Background: an optimization exercise with open tools, aiming at small area. Do not read the settings as production practice. No functional check of the RTL was part of any run shown here. The clock port is modelled as an ideal driver; clocking choices that lean on that would not hold on a real chip. Power is estimated from default activity; no workload was simulated.

**design/flow/flow/run.sh**
```bash
#!/bin/bash
# The standard layout (standard.sh: standard synthesis, floorplan, place,
# CTS, route, finish) with changes made only through ORFS's own variables:
#  - after floorplan, OpenROAD's restructure re-maps the combinational logic
#    for area (flow/remap.tcl), with the platform's liberty less its
#    don't-use cells (flow/filter_lib.py); registers are not touched;
#  - the port buffers use the smallest buffer cell (buf_1);
#  - clock tree synthesis builds the tree from clkbuf_4 without dummy loads,
#    then buffers driving more than 9 pins become clkbuf_8 (flow/clk.tcl);
#  - one tie-high and one tie-low cell drive all constant pins and ports
#    (ORFS's tie fanout repair is skipped; flow/ties.tcl merges the tie cells
#    that restructure inserts);
#  - after clock tree synthesis, cells are sized down where timing allows
#    (flow/recover.tcl).
# All tool output goes to standard.log here and to ORFS's logs under orfs/.
cp standard.sh standard_sh_copy.log
export BUFFER_PORTS_ARGS="-buffer_cell sky130_fd_sc_hd__buf_1"
export CTS_ARGS="-sink_clustering_enable -repair_clock_nets -dont_use_dummy_load -buf_list sky130_fd_sc_hd__clkbuf_4 -root_buf sky130_fd_sc_hd__clkbuf_4"
export SKIP_REPAIR_TIE_FANOUT=1
export POST_FLOORPLAN_TCL="$(pwd)/flow/remap.tcl"
export POST_CTS_TCL="$(pwd)/flow/clk.tcl"
bash standard.sh > standard.log 2>&1
```
**design/flow/flow/clk.tcl**
```tcl
# After clock tree synthesis with clkbuf_4: clock buffers that drive many
# pins (and the root) become clkbuf_8, so every flip-flop clock pin keeps a
# fast slew; then the rest of the post-CTS steps (recover.tcl).
set n 0
foreach inst [get_cells *] {
  if { [get_property $inst ref_name] != "sky130_fd_sc_hd__clkbuf_4" } { continue }
  set out [get_pins -of_objects $inst -filter "direction == output"]
  set net [get_nets -of_objects $out]
  set loads [llength [get_pins -of_objects $net -filter "direction == input"]]
  if { $loads > 9 } {
    replace_cell $inst sky130_fd_sc_hd__clkbuf_8
    incr n
  }
}
puts "clk.tcl: $n clock buffers up-sized to clkbuf_8"
source [file dirname [file normalize [info script]]]/recover.tcl
```
**design/flow/flow/filter_lib.py**
```python
#!/usr/bin/env python3
# Copy a liberty file without the cells named (glob patterns allowed) in
# the DONT_USE_CELLS environment variable.
# usage: filter_lib.py IN.lib OUT.lib
import fnmatch, os, re, sys
pats = os.environ.get('DONT_USE_CELLS', '').split()
src, dst = sys.argv[1], sys.argv[2]
out = []
depth = 0
skip_depth = None
cell_re = re.compile(r'^\s*cell\s*\(\s*"?([^")\s]+)"?\s*\)')
removed = []
with open(src) as f:
    for line in f:
        if skip_depth is None and depth == 1:
            m = cell_re.match(line)
            if m and any(fnmatch.fnmatchcase(m.group(1), p) for p in pats):
                skip_depth = depth
                removed.append(m.group(1))
        opens, closes = line.count('{'), line.count('}')
        if skip_depth is None:
            out.append(line)
        depth += opens - closes
        if skip_depth is not None and depth <= skip_depth and (opens or closes):
            skip_depth = None
with open(dst, 'w') as f:
    f.writelines(out)
print('removed %d cells: %s' % (len(removed), ' '.join(removed)))
```
**design/flow/flow/recover.tcl**
```tcl
# After clock tree synthesis: the design has several ns of setup slack, so
# size cells down where timing allows (power recovery), then re-legalize.
log_cmd estimate_parasitics -placement
log_cmd repair_timing -recover_power 100 -verbose
log_cmd detailed_placement
log_cmd check_placement -verbose
```
**design/flow/flow/remap.tcl**
```tcl
# After floorplan: re-map the combinational logic for area with OpenROAD's
# restructure (ABC), keeping every register. ABC gets the platform's liberty
# without the cells the platform marks don't-use (filter_lib.py).
set flow_dir [file dirname [file normalize [info script]]]
set lib_in [lindex $::env(LIB_FILES) 0]
set lib_out $::env(OBJECTS_DIR)/restructure_lib.lib
puts [exec python3 $flow_dir/filter_lib.py $lib_in $lib_out]
log_cmd estimate_parasitics -placement
log_cmd restructure -target area -liberty_file $lib_out \
  -tiehi_port sky130_fd_sc_hd__conb_1/HI -tielo_port sky130_fd_sc_hd__conb_1/LO \
  -work_dir $::env(OBJECTS_DIR) -abc_logfile $::env(LOG_DIR)/2_restructure_abc.log
# one tie-low and one tie-high cell for all constant pins and ports
source $flow_dir/ties.tcl
```
**design/flow/flow/ties.tcl**
```tcl
# Restructure inserts one tie cell per constant pin or port; keep one tie-low
# and one tie-high net and move every constant load (and port) onto them.
set block [ord::get_db_block]
array set master {LO "" HI ""}
set removed 0
foreach inst [$block getInsts] {
  if { [[$inst getMaster] getName] != "sky130_fd_sc_hd__conb_1" } { continue }
  foreach port {LO HI} {
    set it [$inst findITerm $port]
    set net [$it getNet]
    if { $net == "NULL" } { continue }
    if { $master($port) == "" } { set master($port) $net; continue }
    foreach oit [$net getITerms] {
      if { [$oit getInst] != $inst } { $oit disconnect; $oit connect $master($port) }
    }
    foreach bt [$net getBTerms] { $bt connect $master($port) }
    $it disconnect
    odb::dbNet_destroy $net
  }
  if { [[$inst findITerm LO] getNet] == "NULL" && [[$inst findITerm HI] getNet] == "NULL" } {
    odb::dbInst_destroy $inst
    incr removed
  }
}
puts "ties.tcl: removed $removed tie cells"
```
**design/flow/standard.sh**
```bash
#!/bin/bash
# synth_recipe.tcl (not shown) runs the flow's synth.tcl, then flattens the netlist and writes it again
# the make line also repeats each setting of config.mk as NAME=value (left out here)
make -C /OpenROAD-flow-scripts/flow DESIGN_CONFIG=/design/flow/config.mk WORK_HOME=/design/flow/orfs CLKGATE_MAP_FILE= SYNTH_SCRIPT=/design/flow/synth_recipe.tcl "${@:-finish}"
```
**design/flow/config.mk**
```make
export PLATFORM = sky130hd
export DESIGN_NAME = SDRAM_arbit
export DESIGN_NICKNAME = SDRAM_arbit
export VERILOG_FILES = /design/flow/design.v
export SDC_FILE = /design/flow/constraint.sdc
export NUM_CORES = 4
export LEC_CHECK = 0
export CAP_MARGIN = 20
export CORE_MARGIN = 2
export CORE_UTILIZATION = 40
export SLEW_MARGIN = 20
```
**design/flow/constraint.sdc**
```tcl
create_clock -name core_clock -period 10.0 [get_ports {sysclk_100M}]
set_input_delay 2.0000 -clock core_clock [delete_from_list [all_inputs] [get_ports {sysclk_100M}]]
set_output_delay 2.0000 -clock core_clock [all_outputs]
set_load 0.01 [all_outputs]
```
**design/flow/design.v**
```verilog
module SDRAM_arbit(
    input                   sysclk_100M         ,
    input                   rst_n               ,
    output                  CKE                 ,
    output                  cs_n                ,
    output  reg             ras_n               ,
    output  reg             cas_n               ,
    output  reg             we_n                ,
    output          [12:0]  addr                ,
    output          [ 1:0]  ba                  ,
    output          [ 1:0]  dqm                 ,
    output                  dq_oe               ,   
    input                   write_trig          ,   
    output                  write_data_vld      ,   
    input                   read_trig           ,
    output                  read_data_vld       ,   
    output  reg             write_end
);
localparam  RW      = 10                        ;    
localparam  [RW-1:0] ROW_LAST = 938 - 1;    
localparam  [6:0]    COL_LAST = (256 >> 2) - 1;  
localparam  [2:0]   A_INIT  = 3'b000 ,
                    A_ARB_R = 3'b001 ,
                    A_ARB_W = 3'b011 ,
                    A_REF_R = 3'b101 ,
                    A_REF_W = 3'b111 ,
                    A_WR    = 3'b010 ,
                    A_RD    = 3'b100 ;
reg     [ 2:0]  ast         ;
wire    a_init  = (ast == A_INIT)                       ;
wire    a_arb   = (ast == A_ARB_R) | (ast == A_ARB_W)   ;
wire    a_ref   = (ast == A_REF_R) | (ast == A_REF_W)   ;
wire    a_wr    = (ast == A_WR)                         ;
wire    a_rd    = (ast == A_RD)                         ;
wire    wr_flag = ast[1] & ast[0]                       ;    
localparam  [14:0]  PWR_END = 15'd20000 ;    
localparam  [ 9:0]  S780    = 10'b0011010100;
localparam  [ 9:0]  M780    = 10'b1101101110;
reg     [ 9:0]  cnt         ;
reg             ref_req     ;
always @(posedge sysclk_100M) begin
    if (rst_n == 1'b0 || (a_arb & ref_req))
        cnt     <= 10'd0;
    else
        cnt     <= {cnt[8:0], ~(cnt[9] ^ cnt[6])};
end
always @(posedge sysclk_100M) begin
    if (a_arb & ref_req)
        ref_req <= 1'b0;
    else if ((cnt & M780) == (S780 & M780))
        ref_req <= 1'b1;
end
wire    ref_cmd     = cnt[0] & ~cnt[1];      
wire    ref_last    = cnt[6];                
localparam  [2:0]   W_IDLE  = 3'd0 ,
                    W_REQ0  = 3'd1 ,
                    W_REQ1  = 3'd2 ,
                    W_ACT0  = 3'd3 ,
                    W_ACT1  = 3'd4 ,
                    W_WR    = 3'd5 ,
                    W_PRE   = 3'd6 ,
                    W_WRF   = 3'd7 ;     
reg     [ 2:0]  wst         ;
reg             w_pc        ;    
reg             w_pe        ;    
reg     [ 8:0]  w_al        ;    
reg     [RW-1:0] w_rowl     ;    
reg             w_bank      ;    
wire    w_row_last = &(w_rowl | ~ROW_LAST);
wire    w_col_last = (w_al[8:2] == COL_LAST);
wire    w_req   = (wst == W_REQ1) | ((wst == W_ACT0) & ~w_pc);
wire    ack_w   = a_wr & (wst == W_REQ1);
assign  write_data_vld = (wst == W_WR) | ((wst == W_PRE) & ~w_pc);
wire    w_b3    = write_data_vld & (w_al[1:0] == 2'd2);      
wire    w_rowend = w_b3 & (w_al[8:2] == 7'h7f);
wire    w_wrapc = w_b3 & w_col_last & w_row_last;            
wire    w_wrapd = (w_al[1:0] == 2'd3) & w_col_last & w_row_last;    
wire    [RW+8:0]    w_cnt   = {w_rowl, w_al};
wire    [RW+8:0]    w_cy    = {w_cy[RW+7:0] & w_cnt[RW+7:0], write_data_vld | a_init};
wire    [14:0]  icnt    = {w_rowl[5:0], w_al};
wire    c_hi        = &(icnt | ~PWR_END);                        
wire    init_last   = a_init & c_hi & w_al[3] & w_al[1] & w_al[0];  
always @(posedge sysclk_100M) begin
    if (rst_n == 1'b0)
        wst <= W_IDLE;
    else case (wst)
        W_IDLE: if (write_trig) wst <= W_REQ0;
        W_REQ0: wst <= W_REQ1;
        W_REQ1: if (ack_w) wst <= W_ACT0;
        W_ACT0: wst <= W_ACT1;
        W_ACT1: wst <= W_WRF;
        W_WRF:  wst <= W_WR;
        W_WR:   if (w_b3 & (ref_req | write_end | w_rowend)) wst <= W_PRE;
        W_PRE:  if (w_pc) begin
                    if (write_end)      wst <= W_IDLE;
                    else if (ref_req)   wst <= W_REQ0;
                    else                wst <= W_ACT0;
                end
        default: wst <= W_IDLE;
    endcase
end
always @(posedge sysclk_100M) begin
    if (rst_n == 1'b0) begin
        write_end       <= 1'b0;
        w_al            <= 9'd0;
        w_rowl          <= {RW{1'b0}};
        w_bank          <= 1'b0;
    end else begin
        if (write_data_vld & (w_al[1:0] == 2'd1) & (w_al[7:2] == 6'h3f))
            write_end   <= 1'b1;
        else if (wst == W_ACT0 || wst == W_ACT1)
            write_end   <= 1'b0;
        if (w_wrapd | init_last)
            {w_rowl, w_al}  <= {(RW+9){1'b0}};
        else
            {w_rowl, w_al}  <= {w_rowl, w_al} ^ w_cy;
        if (w_wrapc)
            w_bank      <= ~w_bank;
    end
end
always @(posedge sysclk_100M) begin
    w_pc            <= (wst == W_PRE);
    w_pe            <= w_pc;
end
localparam  [3:0]   R_IDLE  = 4'd0 ,
                    R_REQ0  = 4'd1 ,
                    R_REQ1  = 4'd2 ,
                    R_ACT0  = 4'd3 ,
                    R_ACT1  = 4'd4 ,
                    R_PRE   = 4'd5 ,
                    R_RDF   = 4'd6 ;     
reg     [ 3:0]  rst         ;
reg             r_pc        ;
reg             r_pe        ;
reg             read_end    ;
reg     [ 6:0]  r_col       ;
reg     [RW-1:0] r_row      ;
reg             r_bank      ;    
wire    r_rd    = rst[3];
wire    r_row_last = &(r_row | ~ROW_LAST);
wire    r_col_last = (r_col == COL_LAST);
wire    r_req   = (rst == R_REQ1) | ((rst == R_ACT0) & ~r_pc);
wire    ack_r   = a_rd & (rst == R_REQ1);
wire    r_c7    = (rst == 4'b1111);
wire    r_p7    = (rst == 4'b1000) | ((rst == R_PRE) & ~r_pc);
assign  read_data_vld = (r_rd & rst[2] & (rst[1:0] != 2'd0)) | r_p7;
wire    r_rowend = (r_col == 7'h7f);
wire    [RW+6:0]    r_cnt   = {r_row, r_col};
wire    [RW+6:0]    r_cy    = {r_cy[RW+5:0] & r_cnt[RW+5:0], r_p7};      
always @(posedge sysclk_100M) begin
    if (rst_n == 1'b0)
        rst <= R_IDLE;
    else if (r_rd) begin
        if (rst[2:0] != 3'd7 || !(read_end | ref_req | r_rowend))
            rst <= {1'b1, rst[2:0] + 3'd1};
        else
            rst <= R_PRE;
    end else case (rst)
        R_IDLE: if (read_trig) rst <= R_REQ0;
        R_REQ0: rst <= R_REQ1;
        R_REQ1: if (ack_r) rst <= R_ACT0;
        R_ACT0: rst <= R_ACT1;
        R_ACT1: rst <= R_RDF;
        R_RDF:  rst <= 4'b1001;
        R_PRE:  if (r_pc) begin
                    if (read_end)       rst <= R_IDLE;
                    else if (ref_req)   rst <= R_REQ0;
                    else                rst <= R_ACT0;
                end
        default: rst <= R_IDLE;
    endcase
end
always @(posedge sysclk_100M) begin
    if (rst_n == 1'b0) begin
        read_end        <= 1'b1;
        r_col           <= 7'd0;
        r_row           <= {RW{1'b0}};
        r_bank          <= 1'b0;
    end else begin
        if (rst == 4'b1110 && r_col[5:0] == 6'h3f)
            read_end    <= 1'b1;
        else if (rst == R_ACT0 || rst == R_ACT1)
            read_end    <= 1'b0;
        if (r_p7 & r_col_last & r_row_last)
            {r_row, r_col}  <= {(RW+7){1'b0}};
        else
            {r_row, r_col}  <= {r_row, r_col} ^ r_cy;
        if (r_c7 & r_col_last & r_row_last)
            r_bank      <= ~w_bank;
    end
end
always @(posedge sysclk_100M) begin
    r_pc            <= (rst == R_PRE);
    r_pe            <= r_pc;
end
wire    both    = w_req & r_req & write_end & read_end;
wire    go_w    = both ? ~wr_flag : (w_req & read_end);
wire    go_r    = both ?  wr_flag : (r_req & write_end);
always @(posedge sysclk_100M) begin
    if (rst_n == 1'b0)
        ast <= A_INIT;
    else case (ast)
        A_INIT:  if (init_last) ast <= A_ARB_R;
        A_ARB_R,
        A_ARB_W: if (ref_req)   ast <= wr_flag ? A_REF_W : A_REF_R;
                 else if (go_w) ast <= A_WR;
                 else if (go_r) ast <= A_RD;
        A_REF_R: if (ref_last)  ast <= A_ARB_R;
        A_REF_W: if (ref_last)  ast <= A_ARB_W;
        A_WR:    if (w_pe & (ref_req | write_end)) ast <= A_ARB_W;
        A_RD:    if (r_pe & (ref_req | read_end))  ast <= A_ARB_R;
        default: ast <= A_INIT;
    endcase
end
wire        w_is_row = (wst == W_ACT1) | (wst == W_WRF);
wire        r_is_row = (rst == R_ACT1) | (rst == R_RDF);
wire        r_is_col = (r_rd & (rst[2:0] != 3'd0)) | r_p7;
wire    i_pre   = a_init & c_hi & (w_al[3:0] == 4'd2);     
wire    i_ref   = a_init & c_hi & (w_al[3:0] == 4'd4);     
wire    i_mrs   = init_last;                                
wire    f_ref   = a_ref & ref_cmd;
wire    c_act   = (a_wr & (wst == W_ACT1)) | (a_rd & (rst == R_ACT1));
wire    c_pre   = (a_wr & (wst == W_PRE) & w_pc) | (a_rd & (rst == R_PRE) & r_pc) | i_pre;
wire    c_wr    = a_wr & write_data_vld & (w_al[1:0] == 2'd0);
wire    c_rd    = a_rd & (rst == 4'b1001);
wire    c_ref   = i_ref | f_ref;
wire    s_wrow  = a_wr & w_is_row;
wire    s_wcol  = a_wr & ~w_is_row;
wire    s_rrow  = a_rd & r_is_row;
wire    s_rcol  = a_rd & ~r_is_row & r_is_col;
wire    s_a10   = (a_rd & ~r_is_row & ~r_is_col) | (a_init & ~init_last);
reg     [10:0]  addr_q  ;
reg             ba_q    ;
always @(posedge sysclk_100M) begin
    ras_n   <= ~(c_act | c_pre | c_ref | i_mrs);
    cas_n   <= ~(c_wr | c_rd | c_ref | i_mrs);
    we_n    <= ~(c_wr | c_pre | i_mrs);
    addr_q  <= ({11{s_wrow}} & {{(11-RW){1'b0}}, w_rowl}) |
               ({11{s_wcol}} & {2'b00, w_al}) |
               ({11{s_rrow}} & {{(11-RW){1'b0}}, r_row}) |
               ({11{s_rcol}} & {2'b00, r_col, 2'b00}) |
               {s_a10, 4'b0000, i_mrs, i_mrs, 2'b00, i_mrs, 1'b0} |
               ({11{a_arb}} & addr_q);
    ba_q    <= (a_wr & w_bank) | (a_rd & r_bank) | (a_arb & ba_q);
end
assign  addr    = {2'b00, addr_q};
assign  ba      = {ba_q, 1'b0};
assign  cs_n    = 1'b0;
assign  CKE     = 1'b1;
assign  dqm     = 2'b00;
assign  dq_oe   = a_wr;
endmodule
```
==> results.ini, run 1 <==
[outcome]
status = no timing/DRC/antenna violations

[floorplanning]
coreArea_mm2 = 0.00933
initial_utilization = 0.416
io_pins = 30
die_area_mm2 = 0.0105
die-height_um = 103
row_count = 35
fp.dieW_um = 103

[logic_synthesis]
ys_async_sr_fraction = 0
yosys_warnings = 1
syn_avg_cell_area_um2 = 9.66
yosys_most_used_dff = dfxtp_1
synth_cell_type_count = 64
synth-seq-area-share = 0.412
netlist_instances = 402
syn-cell-area_mm2 = 0.00388
synth_edf_count = 0
synthesis.nets = 445
ys_ff_latch = 80

[layout]
finalNonFillerCells = 574
syn_to_final_growth_pct = -3.77
final_util = 0.401
layout.nets = 451
layout_common_cells = dfxtp_1 (80), clkinv_1 (73), nor2_1 (63), nor3_1 (27), a211oi_1 (24)
diodes = 0
layout_commonest_cell = dfxtp_1
drive_gt1_frac = 0.0225

[placed_design]
placed_cells = 565
dp_hpwl_um = 6370
place_congestion = 0.880
port_buffers = 22

[timing]
hold_viol_final = 0
setup_viol = 0
rsz0062_at_grt = false
clock_skew_ps = 21.8
relSlewSlack = 0.311
final-max-slew-violation-count = 0
fin_crit_sh = 0.429
fin_hold_ws_ps = 393
clock.fmax_mhz = 233
tightest_slew_ps = 1020
min_period_ps = 4290
fin_setup_tns_ps = 0

[routing]
post_drt_wl_per_cell_um = 14.6
ant_nets = 0
finalWirelength_um = 8370
drt-initial-drc-count = 225
vias_per_cell = 5.40
dr.pass1.iters = 5
via_count = 3100
drc = 0

[grt]
first_global_vias = 2852
grt_max_degree = 19
grt_pass1_wl_um = 13800
gr-total-overflow = 0
grt_usage = 0.171
antenna_found_initial = 0

[power_and_ir_drop]
p_leak_nw = 1.13
p_switching_mw = 0.224
p_int_mw = 0.443
seq_power_share = 0.554
combPwrFrac = 0.217
clkPwrFrac = 0.230
ir_drop_v = 0.0000605
switching_share = 0.336
p_per_area_mw_per_mm2 = 178

[critical_path]
critPathMaxFanout = 11
critPathKind = reg2out
setup.worst_path.start_class = flip-flop
critical_path_required_ps = 8000
worst_ep_arrival_time_ps = 2290
cp-end-kind = output port

[job]
cap_violations = 0

[clock_network]
path_clk_slew_ps = 100
clock_latency_ps = 420
cts.sinks = 80
tritoncts = built

[worst_hold_path]
hold_path.class = reg2reg

[cell families after synthesis]
family                   after synthesis  synth area share
AND/OR/NAND/NOR                      166             0.249
flip-flops                            80             0.412
AO/OA/AOI/OAI                         70             0.138
adder cells (fa/ha/maj)               39             0.126
buffers and inverters                 38            0.0570
XOR/XNOR                               5            0.0113
other                                  2           0.00193
multiplexers                           2           0.00515
[power groups by stage]
stage                     clock network (mW)  registers [mW]  logic, mW
after floorplan                            0           0.372      0.154
final                                  0.153           0.370      0.144
after global placement                     0           0.375      0.142
after detailed placement                   0           0.376      0.143
after global routing                   0.175           0.372      0.164
[sequential cells by signal, indices dropped and copies added (netlist names), 2 cells and up, named ones only]
signal,flops
w_al,9
addr_q,11
rst,4
wst,2
cnt,10
r_col,7
ast,3
w_rowl,10
r_row,10
[synthesized netlist by cell type, types with 3 or more instances]
| cell type | n | area, um^2 |
|---|---|---|
| nand2_1 | 35 | 131 |
| nor2_1 | 14 | 52.6 |
| nor3_1 | 5 | 25.0 |
| o311ai_0 | 4 | 35.0 |
| nor2b_1 | 9 | 56.3 |
| o21ai_0 | 8 | 40.0 |
| and2_4 | 9 | 78.8 |
| nor3b_1 | 6 | 45.0 |
| a21oi_1 | 10 | 50.1 |
| nor4_1 | 4 | 25.0 |
| o211ai_1 | 3 | 22.5 |
| a222oi_1 | 7 | 70.1 |
| xnor2_1 | 3 | 26.3 |
| dfxtp_1 | 80 | 1600 |
| o21a_1 | 3 | 22.5 |
| buf_4 | 9 | 67.6 |
| nand4_1 | 5 | 31.3 |
| a22oi_1 | 7 | 52.6 |
| inv_1 | 11 | 41.3 |
| nand2b_1 | 5 | 31.3 |
| clkbuf_1 | 10 | 37.5 |
| and3_1 | 3 | 18.8 |
| a211o_1 | 3 | 26.3 |
| and2_1 | 39 | 244 |
| buf_6 | 4 | 45.0 |
| nand3_1 | 14 | 70.1 |
| o31ai_1 | 3 | 22.5 |
| ha_1 | 39 | 488 |
[worst max-delay path, cell delays in order (launching register included)]
cell	delay [ps]
dfxtp_1	540
clkinv_1	260
nor3_1	300
nor2_1	100
clkinv_1	100
o21ai_0	250
o31ai_1	140
buf_1	180
[metal layers]
layer  share of wire  GRT usage  up-vias  wire (um)
li1                -          -     1561          -
met1            0.49      0.235     1448       4100
met2            0.45      0.260       77       3750
met3           0.045     0.0380       14        377
met4           0.017     0.0708        0        146
met5               0          0        -          0
[layout make-up]
type | count | area [um^2]
Timing Repair Buffer | 23 | 86.3
Multi-Input combinational cell | 260 | 1530
Fill cell | 971 | 5590
Clock buffer | 9 | 86.3
Inverter | 73 | 274
Tap cell | 129 | 161
Sequential cell | 80 | 1600
[through the flow]
step,cell area [um^2],setup slack (ps),power (mW)
6_report,3740,5710,0.667
5_1_grt,3740,5400,0.711
3_5_place_dp,3660,6090,0.519
3_3_place_gp,3660,6270,0.518
2_1_floorplan,3880,5500,0.526
[worst paths after layout]
check | startpoint | to | slack, ps | cells after the start
setup / recovery | rst[2] | read_data_vld | 5710 | 7
hold / removal | w_pc | w_pe | 390 | 0
setup reg to reg | wst[1] | w_rowl[9] | 6030 | 27
hold reg to reg | w_pc | w_pe | 390 | 0
==> run 2: changes to the inputs <==
--- a/design/flow/design.v
+++ b/design/flow/design.v
@@ -41,12 +41,13 @@
 always @(posedge sysclk_100M) begin
-    if (rst_n == 1'b0 || (a_arb & ref_req))
+    if (rst_n == 1'b0) begin
         cnt     <= 10'd0;
-    else
+        ref_req <= 1'b0;
+    end else if (a_arb & ref_req) begin
+        cnt     <= 10'd0;
+        ref_req <= 1'b0;
+    end else begin
         cnt     <= {cnt[8:0], ~(cnt[9] ^ cnt[6])};
-end
-always @(posedge sysclk_100M) begin
-    if (a_arb & ref_req)
-        ref_req <= 1'b0;
-    else if ((cnt & M780) == (S780 & M780))
-        ref_req <= 1'b1;
+        if ((cnt & M780) == (S780 & M780))
+            ref_req <= 1'b1;
+    end
 end
@@ -103,2 +104,4 @@
     if (rst_n == 1'b0) begin
+        w_pc            <= 1'b0;
+        w_pe            <= 1'b0;
         write_end       <= 1'b0;
@@ -108,2 +111,4 @@
     end else begin
+        w_pc            <= (wst == W_PRE);
+        w_pe            <= w_pc;
         if (write_data_vld & (w_al[1:0] == 2'd1) & (w_al[7:2] == 6'h3f))
@@ -120,6 +125,2 @@
 end
-always @(posedge sysclk_100M) begin
-    w_pc            <= (wst == W_PRE);
-    w_pe            <= w_pc;
-end
 localparam  [3:0]   R_IDLE  = 4'd0 ,
@@ -130,6 +131,6 @@
                     R_PRE   = 4'd5 ,
-                    R_RDF   = 4'd6 ;     
+                    R_RDF   = 4'd6 ,     
+                    R_ACT1P = 4'd7 ;     
 reg     [ 3:0]  rst         ;
 reg             r_pc        ;
-reg             r_pe        ;
 reg             read_end    ;
@@ -139,2 +140,4 @@
 wire    r_rd    = rst[3];
+wire    r_act1  = (rst == R_ACT1) | (rst == R_ACT1P);
+wire    r_pe    = (r_pc & (rst != R_PRE)) | (rst == R_ACT1P);
 wire    r_row_last = &(r_row | ~ROW_LAST);
@@ -161,4 +164,5 @@
         R_REQ1: if (ack_r) rst <= R_ACT0;
-        R_ACT0: rst <= R_ACT1;
-        R_ACT1: rst <= R_RDF;
+        R_ACT0: rst <= r_pc ? R_ACT1P : R_ACT1;
+        R_ACT1,
+        R_ACT1P: rst <= R_RDF;
         R_RDF:  rst <= 4'b1001;
@@ -174,2 +178,3 @@
     if (rst_n == 1'b0) begin
+        r_pc            <= 1'b0;
         read_end        <= 1'b1;
@@ -179,5 +184,6 @@
     end else begin
+        r_pc            <= (rst == R_PRE);
         if (rst == 4'b1110 && r_col[5:0] == 6'h3f)
             read_end    <= 1'b1;
-        else if (rst == R_ACT0 || rst == R_ACT1)
+        else if (rst == R_ACT0 || r_act1)
             read_end    <= 1'b0;
@@ -190,6 +196,2 @@
     end
-end
-always @(posedge sysclk_100M) begin
-    r_pc            <= (rst == R_PRE);
-    r_pe            <= r_pc;
 end
@@ -215,3 +217,3 @@
 wire        w_is_row = (wst == W_ACT1) | (wst == W_WRF);
-wire        r_is_row = (rst == R_ACT1) | (rst == R_RDF);
+wire        r_is_row = r_act1 | (rst == R_RDF);
 wire        r_is_col = (r_rd & (rst[2:0] != 3'd0)) | r_p7;
@@ -221,3 +223,3 @@
 wire    f_ref   = a_ref & ref_cmd;
-wire    c_act   = (a_wr & (wst == W_ACT1)) | (a_rd & (rst == R_ACT1));
+wire    c_act   = (a_wr & (wst == W_ACT1)) | (a_rd & r_act1);
 wire    c_pre   = (a_wr & (wst == W_PRE) & w_pc) | (a_rd & (rst == R_PRE) & r_pc) | i_pre;
==> results.ini, run 2 <==
[layout]
largest_reg_flops = 11  ; unchanged
diodes = 0  ; unchanged
drive_gt1_frac = 0.0241  ; was 0.0225
fillers = 973  ; was 971
layout_commonest_cell = dfxtp_1  ; unchanged
final_area_mm2 = 0.00381  ; was 0.00374 mm^2
layout.nets = 462  ; was 451
top_register = addr_q  ; unchanged
layout_common_cells = dfxtp_1 (79), clkinv_1 (76), nor2_1 (58), nand2_1 (28), buf_1 (21)  ; was dfxtp_1 (80), clkinv_1 (73), nor2_1 (63), nor3_1 (27), a211oi_1 (24)
syn_to_final_growth_pct = -1.33  ; was -3.77%

[logic_synthesis]
yosysMostFrequentCell = dfxtp_1  ; unchanged
synth_top_area_cell = dfxtp_1  ; unchanged
synth_cell_type_count = 59  ; was 64
synth-seq-area-share = 0.410  ; was 0.412
synthTopCellsByCount = dfxtp_1 (79), and2_1 (49), ha_1 (39), nand2_1 (34), clkbuf_1 (18)  ; was dfxtp_1 (80), and2_1 (39), ha_1 (39), nand2_1 (35)
synth.top_cell.area_share = 0.410  ; was 0.412
ys_ff_latch = 79  ; was 80
syn_avg_cell_area_um2 = 9.43  ; was 9.66 um^2
synth_edf_count = 0  ; unchanged
yosys_warnings = 1  ; unchanged
synthesis.nets = 452  ; was 445
ys_async_sr_fraction = 0  ; unchanged
syn-cell-area_mm2 = 0.00386  ; was 0.00388 mm^2
netlist_instances = 409  ; was 402
ys_top_cells_by_area = dfxtp_1 (41%), ha_1 (13%), and2_1 (7.9%)  ; was dfxtp_1 (41%), ha_1 (13%), and2_1 (6.3%)
yosys_most_used_dff = dfxtp_1  ; unchanged

[timing]
rsz0062_at_grt = false  ; unchanged
tightest_slew_ps = 732  ; was 1020 ps
relSlewSlack = 0.509  ; was 0.311
final-max-slew-violation-count = 0  ; unchanged
hold_viol_final = 0  ; unchanged
setup_viol = 0  ; unchanged
fin_setup_tns_ps = 0  ; unchanged
min_period_ps = 4480  ; was 4290 ps
clock.fmax_mhz = 223  ; was 233 MHz
fin_crit_sh = 0.448  ; was 0.429
clock_skew_ps = 30.6  ; was 21.8 ps

[critical_path]
critPathKind = reg2out  ; unchanged
critical_path_required_ps = 8000  ; about the same
setup.worst_path.start_class = flip-flop  ; unchanged
worst_ep_arrival_time_ps = 2480  ; was 2290 ps
cp-end-kind = output port  ; unchanged
critPathMaxFanout = 5  ; was 11

[grt]
first_global_vias = 2978  ; was 2852
grt_max_degree = 20  ; was 19
antenna_found_initial = 0  ; unchanged
grt_usage = 0.178  ; was 0.171
gr-total-overflow = 0  ; unchanged
grt_pass1_wl_um = 14400  ; was 13800 um

[power_and_ir_drop]
p_per_area_mw_per_mm2 = 182  ; was 178 mW/mm^2
ir_drop_v = 0.0000670  ; was 0.0000605 V
power_mw = 0.694  ; was 0.667 mW
p_leak_nw = 1.23  ; was 1.13 nW

[placed_design]
dp_hpwl_um = 6550  ; was 6370 um
place_congestion = 0.921  ; was 0.880
placed_cell_area_mm2 = 0.00371  ; was 0.00366 mm^2
port_buffers = 22  ; unchanged

[floorplanning]
initial_utilization = 0.415  ; was 0.416
fp.dieW_um = 102  ; was 103 um
coreArea_mm2 = 0.00928  ; was 0.00933 mm^2
io_pins = 30  ; unchanged
die_area_mm2 = 0.0104  ; was 0.0105 mm^2
die-height_um = 102  ; was 103 um
row_count = 35  ; unchanged

[routing]
vias_per_cell = 5.40  ; about the same
finalWirelength_um = 8570  ; was 8370 um
dr.pass1.iters = 4  ; was 5
drt-initial-drc-count = 200  ; was 225
ant_nets = 0  ; unchanged
drc = 0  ; unchanged
post_drt_wl_per_cell_um = 14.6  ; about the same
via_count = 3160  ; was 3100

[clock_network]
clock_latency_ps = 420  ; about the same
path_clk_slew_ps = 90  ; was 100 ps
cts.sinks = 79  ; was 80
tritoncts = built  ; unchanged

[worst_hold_path]
hold_path.class = reg2reg  ; unchanged

[job]
cap_violations = 0  ; unchanged

[outcome]
status = no timing/DRC/antenna violations  ; unchanged

run 2: cell types whose count changed after synthesis, moves of 5 or more:
cell	delta
o221ai_1	+7
mux2i_1	+7
and2_1	+10
a222oi_1	-6
a21oi_1	+5
nand3_1	-5
clkbuf_1	+8
and2_4	-9
run 2: routing by layer:
metal | track usage | vias to the layer above | wire, um
met5 | 0 | - | 0
met3 | 0.0363 | 17 | 432
met4 | 0.0759 | 0 | 176
met2 | 0.280 | 77 | 3890
li1 | - | 1610 | -
met1 | 0.239 | 1456 | 4070
run 2: where the power goes:
| part | leakage [nW] | switching (mW) | internal [mW] | total (mW) |
|---|---|---|---|---|
| sequential | 0.640 | 0.0282 | 0.336 | 0.365 |
| clock | 0.0518 | 0.0959 | 0.0587 | 0.155 |
| combinational | 0.534 | 0.119 | 0.0553 | 0.174 |
run 2: cells by family after synthesis:
logic type	synth area share
other	0.00195
DFF	0.410
xor gates and xnor gates	0.0136
muxes	0.0234
buffers and inverters	0.0503
adders and majority gates	0.127
and+or+nand+nor	0.218
AOI/OAI and AO/OA	0.156
run 2: worst paths after layout:
kind / start / end / slack (ps) / cells past startpoint
hold reg to reg: cnt[4] / cnt[5] / 410 / 1
hold / removal: cnt[4] / cnt[5] / 410 / 1
setup reg to reg: wst[1] / w_rowl[9] / 5590 / 27
setup / recovery: rst[0] / read_data_vld / 5520 / 9
run 2: through the flow:
stage / util / hold WS (ps) / instances / setup slack (ps)
2_1_floorplan: - / 406 / 409 / 5350
3_3_place_gp: 0.400 / 417 / 575 / 5850
3_5_place_dp: 0.400 / 420 / 575 / 5580
5_1_grt: 0.410 / 430 / 585 / 4690
6_report: 0.410 / 408 / 585 / 5520
run 2: final cells by class:
cell class / count / area, um^2 / area share
well taps: 129 / 161 / 0.0424
repair buffers: 24 / 93.8 / 0.0247
clock buffers: 9 / 92.6 / 0.0243
multi-input cells: 268 / 1590 / 0.418
flip-flops and latches: 79 / 1580 / 0.416
inverters: 76 / 285 / 0.0750
run 2: worst max-delay path, cell delays in order (launching register included):
cell	delay, ps
dfxtp_1	360
clkinv_1	120
nor2_1	210
clkinv_1	120
nor2_1	180
clkinv_1	190
o32ai_1	320
clkinv_1	240
o31ai_1	130
buf_1	180
==> run 3: changes to the inputs <==
--- a/design/flow/design.v
+++ b/design/flow/design.v
@@ -13,5 +13,5 @@
     input                   write_trig          ,   
-    output                  write_data_vld      ,   
+    output  reg             write_data_vld      ,   
     input                   read_trig           ,
-    output                  read_data_vld       ,   
+    output  reg             read_data_vld       ,   
     output  reg             write_end
@@ -61,4 +61,3 @@
                     W_WR    = 3'd5 ,
-                    W_PRE   = 3'd6 ,
-                    W_WRF   = 3'd7 ;     
+                    W_PRE   = 3'd6 ;
 reg     [ 2:0]  wst         ;
@@ -73,3 +72,2 @@
 wire    ack_w   = a_wr & (wst == W_REQ1);
-assign  write_data_vld = (wst == W_WR) | ((wst == W_PRE) & ~w_pc);
 wire    w_b3    = write_data_vld & (w_al[1:0] == 2'd2);      
@@ -91,4 +89,3 @@
         W_ACT0: wst <= W_ACT1;
-        W_ACT1: wst <= W_WRF;
-        W_WRF:  wst <= W_WR;
+        W_ACT1: wst <= W_WR;
         W_WR:   if (w_b3 & (ref_req | write_end | w_rowend)) wst <= W_PRE;
@@ -106,2 +103,3 @@
         w_pe            <= 1'b0;
+        write_data_vld  <= 1'b0;
         write_end       <= 1'b0;
@@ -113,2 +111,3 @@
         w_pe            <= w_pc;
+        write_data_vld  <= (wst == W_WR);
         if (write_data_vld & (w_al[1:0] == 2'd1) & (w_al[7:2] == 6'h3f))
@@ -130,7 +129,6 @@
                     R_ACT1  = 4'd4 ,
-                    R_PRE   = 4'd5 ,
-                    R_RDF   = 4'd6 ,     
-                    R_ACT1P = 4'd7 ;     
+                    R_PRE   = 4'd5 ;
 reg     [ 3:0]  rst         ;
 reg             r_pc        ;
+reg             r_pe        ;
 reg             read_end    ;
@@ -140,4 +138,2 @@
 wire    r_rd    = rst[3];
-wire    r_act1  = (rst == R_ACT1) | (rst == R_ACT1P);
-wire    r_pe    = (r_pc & (rst != R_PRE)) | (rst == R_ACT1P);
 wire    r_row_last = &(r_row | ~ROW_LAST);
@@ -147,4 +143,3 @@
 wire    r_c7    = (rst == 4'b1111);
-wire    r_p7    = (rst == 4'b1000) | ((rst == R_PRE) & ~r_pc);
-assign  read_data_vld = (r_rd & rst[2] & (rst[1:0] != 2'd0)) | r_p7;
+wire    r_p7    = ((rst == 4'b1000) & read_data_vld) | ((rst == R_PRE) & ~r_pc);
 wire    r_rowend = (r_col == 7'h7f);
@@ -164,6 +159,4 @@
         R_REQ1: if (ack_r) rst <= R_ACT0;
-        R_ACT0: rst <= r_pc ? R_ACT1P : R_ACT1;
-        R_ACT1,
-        R_ACT1P: rst <= R_RDF;
-        R_RDF:  rst <= 4'b1001;
+        R_ACT0: rst <= R_ACT1;
+        R_ACT1: rst <= 4'b1000;
         R_PRE:  if (r_pc) begin
@@ -179,2 +172,3 @@
         r_pc            <= 1'b0;
+        r_pe            <= 1'b0;
         read_end        <= 1'b1;
@@ -185,5 +179,6 @@
         r_pc            <= (rst == R_PRE);
+        r_pe            <= r_pc;
         if (rst == 4'b1110 && r_col[5:0] == 6'h3f)
             read_end    <= 1'b1;
-        else if (rst == R_ACT0 || r_act1)
+        else if (rst == R_ACT0 || rst == R_ACT1)
             read_end    <= 1'b0;
@@ -197,2 +192,4 @@
 end
+always @(posedge sysclk_100M)
+    read_data_vld <= r_rd & rst[2];
 wire    both    = w_req & r_req & write_end & read_end;
@@ -216,4 +213,4 @@
 end
-wire        w_is_row = (wst == W_ACT1) | (wst == W_WRF);
-wire        r_is_row = r_act1 | (rst == R_RDF);
+wire        w_is_row = (wst == W_ACT1) | ((wst == W_WR) & ~write_data_vld);
+wire        r_is_row = (rst == R_ACT1) | ((rst == 4'b1000) & ~r_p7);
 wire        r_is_col = (r_rd & (rst[2:0] != 3'd0)) | r_p7;
@@ -223,3 +220,3 @@
 wire    f_ref   = a_ref & ref_cmd;
-wire    c_act   = (a_wr & (wst == W_ACT1)) | (a_rd & r_act1);
+wire    c_act   = (a_wr & (wst == W_ACT1)) | (a_rd & (rst == R_ACT1));
 wire    c_pre   = (a_wr & (wst == W_PRE) & w_pc) | (a_rd & (rst == R_PRE) & r_pc) | i_pre;
@@ -239,9 +236,10 @@
     we_n    <= ~(c_wr | c_pre | i_mrs);
-    addr_q  <= ({11{s_wrow}} & {{(11-RW){1'b0}}, w_rowl}) |
-               ({11{s_wcol}} & {2'b00, w_al}) |
-               ({11{s_rrow}} & {{(11-RW){1'b0}}, r_row}) |
-               ({11{s_rcol}} & {2'b00, r_col, 2'b00}) |
-               {s_a10, 4'b0000, i_mrs, i_mrs, 2'b00, i_mrs, 1'b0} |
-               ({11{a_arb}} & addr_q);
-    ba_q    <= (a_wr & w_bank) | (a_rd & r_bank) | (a_arb & ba_q);
+    if (~a_arb) begin
+        addr_q  <= ({11{s_wrow}} & {{(11-RW){1'b0}}, w_rowl}) |
+                   ({11{s_wcol}} & {2'b00, w_al}) |
+                   ({11{s_rrow}} & {{(11-RW){1'b0}}, r_row}) |
+                   ({11{s_rcol}} & {2'b00, r_col, 2'b00}) |
+                   {s_a10, 4'b0000, i_mrs, i_mrs, 2'b00, i_mrs, 1'b0};
+        ba_q    <= (a_wr & w_bank) | (a_rd & r_bank);
+    end
 end
==> design/flow/flow/run.sh (replaced) <==
#!/bin/bash
# The standard layout (standard.sh: standard synthesis, floorplan, place,
# CTS, route, finish) with changes made only through ORFS's own variables:
#  - after floorplan, OpenROAD's restructure re-maps the combinational logic
#    for area (flow/remap.tcl); registers are not touched;
#  - the port buffers use the smallest buffer cell (buf_1);
#  - clock tree synthesis builds the tree from clkbuf_8 without dummy loads;
#  - the two tie cells of synthesis (tie-high, tie-low) are kept instead of
#    one tie cell per constant pin;
#  - after clock tree synthesis, cells are sized down where timing allows
#    (flow/recover.tcl).
# All tool output goes to standard.log here and to ORFS's logs under orfs/.
cp standard.sh standard_sh_copy.log
export BUFFER_PORTS_ARGS="-buffer_cell sky130_fd_sc_hd__buf_1"
export CTS_ARGS="-sink_clustering_enable -repair_clock_nets -dont_use_dummy_load -buf_list sky130_fd_sc_hd__clkbuf_8 -root_buf sky130_fd_sc_hd__clkbuf_8"
export SKIP_REPAIR_TIE_FANOUT=1
export POST_FLOORPLAN_TCL="$(pwd)/flow/remap.tcl"
export POST_CTS_TCL="$(pwd)/flow/recover.tcl"
bash standard.sh > standard.log 2>&1
==> design/flow/flow/remap.tcl (replaced) <==
# After floorplan: re-map the combinational logic for area with OpenROAD's
# restructure (ABC), keeping every register.
log_cmd estimate_parasitics -placement
set lib [lindex $::env(LIB_FILES) 0]
log_cmd restructure -target area -liberty_file $lib \
  -tiehi_port sky130_fd_sc_hd__conb_1/HI -tielo_port sky130_fd_sc_hd__conb_1/LO \
  -work_dir $::env(OBJECTS_DIR) -abc_logfile $::env(LOG_DIR)/2_restructure_abc.log
removed: design/flow/flow/clk.tcl
removed: design/flow/flow/filter_lib.py
removed: design/flow/flow/ties.tcl
==> results.ini, run 3 <==
[logic_synthesis]
ys_ff_latch = 82  ; was 79
synth_edf_count = 12  ; was 0
yosys_warnings = 1  ; unchanged
ys_top_cells_by_area = dfxtp_1 (34%), ha_1 (12%), edfxtp_1 (8.6%)  ; was dfxtp_1 (41%), ha_1 (13%), and2_1 (7.9%)
synthTopCellsByCount = dfxtp_1 (70), ha_1 (39), inv_1 (38), and2_1 (30), nand2_1 (25)  ; was dfxtp_1 (79), and2_1 (49), ha_1 (39), nand2_1 (34), clkbuf_1 (18)
yosysMostFrequentCell = dfxtp_1  ; unchanged
synth.top_cell.area_share = 0.336  ; was 0.410
syn_avg_cell_area_um2 = 9.71  ; was 9.43 um^2
synthesis.nets = 472  ; was 452
ys_async_sr_fraction = 0  ; unchanged
synth_cell_type_count = 68  ; was 59
yosys_most_used_dff = dfxtp_1  ; unchanged
netlist_instances = 429  ; was 409
synth-seq-area-share = 0.423  ; was 0.410
syn-cell-area_mm2 = 0.00417  ; was 0.00386 mm^2
synth_top_area_cell = dfxtp_1  ; unchanged

[critical_path]
worst_ep_arrival_time_ps = 4910  ; was 2480 ps
setup.worst_path.start_class = flip-flop  ; unchanged
regToRegEndpoint = r_row[8]  ; was w_rowl[9]
r2r.worst_path.cells = 13  ; was 27
critPathKind = reg2reg  ; was reg2out
r2r_setup_slack_ps = 5330  ; was 5590 ps
rr_startpoint = rst[0]  ; was wst[1]
critPathMaxFanout = 8  ; was 5
critical_path_required_ps = 10240  ; was 8000 ps
cp-end-kind = flip-flop  ; was output port

[timing]
final-max-slew-violation-count = 0  ; unchanged
min_period_ps = 4670  ; was 4480 ps
setup_viol = 0  ; unchanged
relSlewSlack = 0.459  ; was 0.509
fin_setup_tns_ps = 0  ; unchanged
fin_crit_sh = 0.467  ; was 0.448
hold_viol_final = 0  ; unchanged
clock_skew_ps = 21.9  ; was 30.6 ps
tightest_slew_ps = 803  ; was 732 ps
clock.fmax_mhz = 214  ; was 223 MHz
rsz0062_at_grt = false  ; unchanged

[routing]
finalWirelength_um = 8690  ; was 8570 um
vias_per_cell = 5.30  ; was 5.40
ant_nets = 0  ; unchanged
drt-initial-drc-count = 185  ; was 200
dr.pass1.iters = 4  ; unchanged
via_count = 3091  ; was 3160
drc = 0  ; unchanged
post_drt_wl_per_cell_um = 14.9  ; was 14.6 um

[grt]
gr-total-overflow = 0  ; unchanged
grt_pass1_wl_um = 14200  ; was 14400 um
antenna_found_initial = 0  ; unchanged
first_global_vias = 2842  ; was 2978
grt_usage = 0.162  ; was 0.178
grt_max_degree = 19  ; was 20

[layout]
layout_commonest_cell = dfxtp_1  ; unchanged
layout.nets = 453  ; was 462
largest_reg_flops = 11  ; unchanged
drive_gt1_frac = 0.0224  ; was 0.0241
final_util = 0.384  ; was 0.410
layout_common_cells = dfxtp_1 (70), clkinv_1 (68), nor2_1 (50), nand2_1 (24), buf_1 (21)  ; was dfxtp_1 (79), clkinv_1 (76), nor2_1 (58), nand2_1 (28), buf_1 (21)
top_register = addr_q  ; unchanged
diodes = 0  ; unchanged
syn_to_final_growth_pct = -5.77  ; was -1.33%

[outcome]
status = no timing/DRC/antenna violations  ; unchanged

[floorplanning]
die-height_um = 106  ; was 102 um
die_area_mm2 = 0.0112  ; was 0.0104 mm^2
fp.dieW_um = 106  ; was 102 um
initial_utilization = 0.407  ; was 0.415
coreArea_mm2 = 0.0102  ; was 0.00928 mm^2
row_count = 37  ; was 35
io_pins = 30  ; unchanged

[worst_hold_path]
worstHoldStart = cnt[7]  ; was cnt[4]
hold_end = cnt[8]  ; was cnt[5]
hold_depth = 1  ; unchanged
hold_path.class = reg2reg  ; unchanged

[clock_network]
tritoncts = built  ; unchanged
cts.sinks = 82  ; was 79
path_clk_slew_ps = 80  ; was 90 ps
clock_latency_ps = 360  ; was 420 ps

[placed_design]
place_congestion = 0.871  ; was 0.921
port_buffers = 22  ; unchanged
dp_hpwl_um = 6530  ; was 6550 um

[power_and_ir_drop]
ir_drop_v = 0.0000497  ; was 0.0000670 V
p_per_area_mw_per_mm2 = 187  ; was 182 mW/mm^2
p_leak_nw = 1.27  ; was 1.23 nW

[job]
cap_violations = 0  ; unchanged

[run 3: cell type report]
| class | count | area [um^2] |
|---|---|---|
| fillers | 1061 | 6300 |
| flip-flops and latches | 82 | 1760 |
| multi-input cells | 263 | 1520 |
| inverters | 68 | 255 |
| well taps | 136 | 170 |
| clock buffers | 9 | 124 |
| repair buffers | 25 | 97.6 |
[run 3: how the worst max path moves through the flow]
stage | start | endpoint | slack, ps | cells after the start
3_3_place_gp | rst_n | w_rowl[8] | 5470 | 5
6_report | rst[0] | r_row[8] | 5330 | 13
5_1_grt | rst[0] | r_row[8] | 4840 | 13
3_5_place_dp | rst[0] | r_row[8] | 5380 | 13
2_1_floorplan | ast[0] | w_rowl[8] | 5770 | 23
[run 3: routing by layer]
metal | up-vias | global-route usage | wire (um)
li1 | 1559 | - | -
met1 | 1437 | 0.217 | 4210
met2 | 77 | 0.246 | 3870
met3 | 18 | 0.0331 | 354
met4 | 0 | 0.0883 | 263
met5 | - | 0 | 0
[run 3: cell families (layout without fill, tap and decap cells)]
kind of cell	count (synthesis)	count (layout)	share of synthesized area
other	2	9	0.00180
buffers and inverters	64	102	0.0703
adder cells (fa/ha/maj)	39	0	0.117
XOR/XNOR	3	0	0.00631
AO/OA/AOI/OAI	85	103	0.158
AND/OR/NAND/NOR	148	151	0.209
flip-flops	82	82	0.423
multiplexers	6	0	0.0144
[run 3: where the power goes]
group | leakage [nW] | internal, mW | switching, mW
Combinational | 0.500 | 0.0452 | 0.101
Clock | 0.0647 | 0.0804 | 0.103
Sequential | 0.702 | 0.373 | 0.0297
Total | 1.27 | 0.498 | 0.234
[run 3: critical path, cell delays in order, from the launching register on]
cell and delay [ps]:
dfxtp_1 440, clkinv_1 260, nor4_1 430, clkinv_1 150, o32a_1 220, nor3_1 260, and2_0 310, nand4_1 190
or3_1 440, or3_1 420, or3_1 410, nand2b_1 200, or3_1 390, a2111oi_0 440
[run 3: metrics by stage]
stage | hold WS [ps] | power (mW) | area (um^2) | cells | setup WS (ps)
6_report | 446 | 0.732 | 3930 | 583 | 5330
5_1_grt | 460 | 0.776 | 3930 | 583 | 4840
3_5_place_dp | 433 | 0.555 | 3810 | 574 | 5380
3_3_place_gp | 419 | 0.554 | 3800 | 573 | 5470
2_1_floorplan | 406 | 0.567 | 4170 | 429 | 5770

afterwards: timing with drivers on the ports:
No port has a modelled driver above. Below, the same layouts with a new extraction and two added sets of constraints. Step 1 sets driving cells, clkbuf_16 on the clock port and buf_2 on the other inputs (assumed; they add their load-dependent delay and slew). Step 2, shift: input delay + t, output delay - t, t = (earliest + latest rising clock arrival at the registers) / 2. This alone moves slack from input paths to output paths. Three values: ideal, step 1, step 2; two values: the first two.
run | shift t [ns] | setup WS [ns] | worst register clock-pin slew, ns | worst slew at a driven data input, ns
run 1 | 0.441 | 5.707 / 5.677 / 6.027 | 0.10 / 0.10 | 0.03
run 2 | 0.438 | 5.520 / 5.491 / 5.595 | 0.10 / 0.10 | 0.03
run 3 | 0.386 | 5.329 / 5.329 / 5.329 | 0.08 / 0.08 | 0.03
After both steps setup and hold are still met in every run listed.
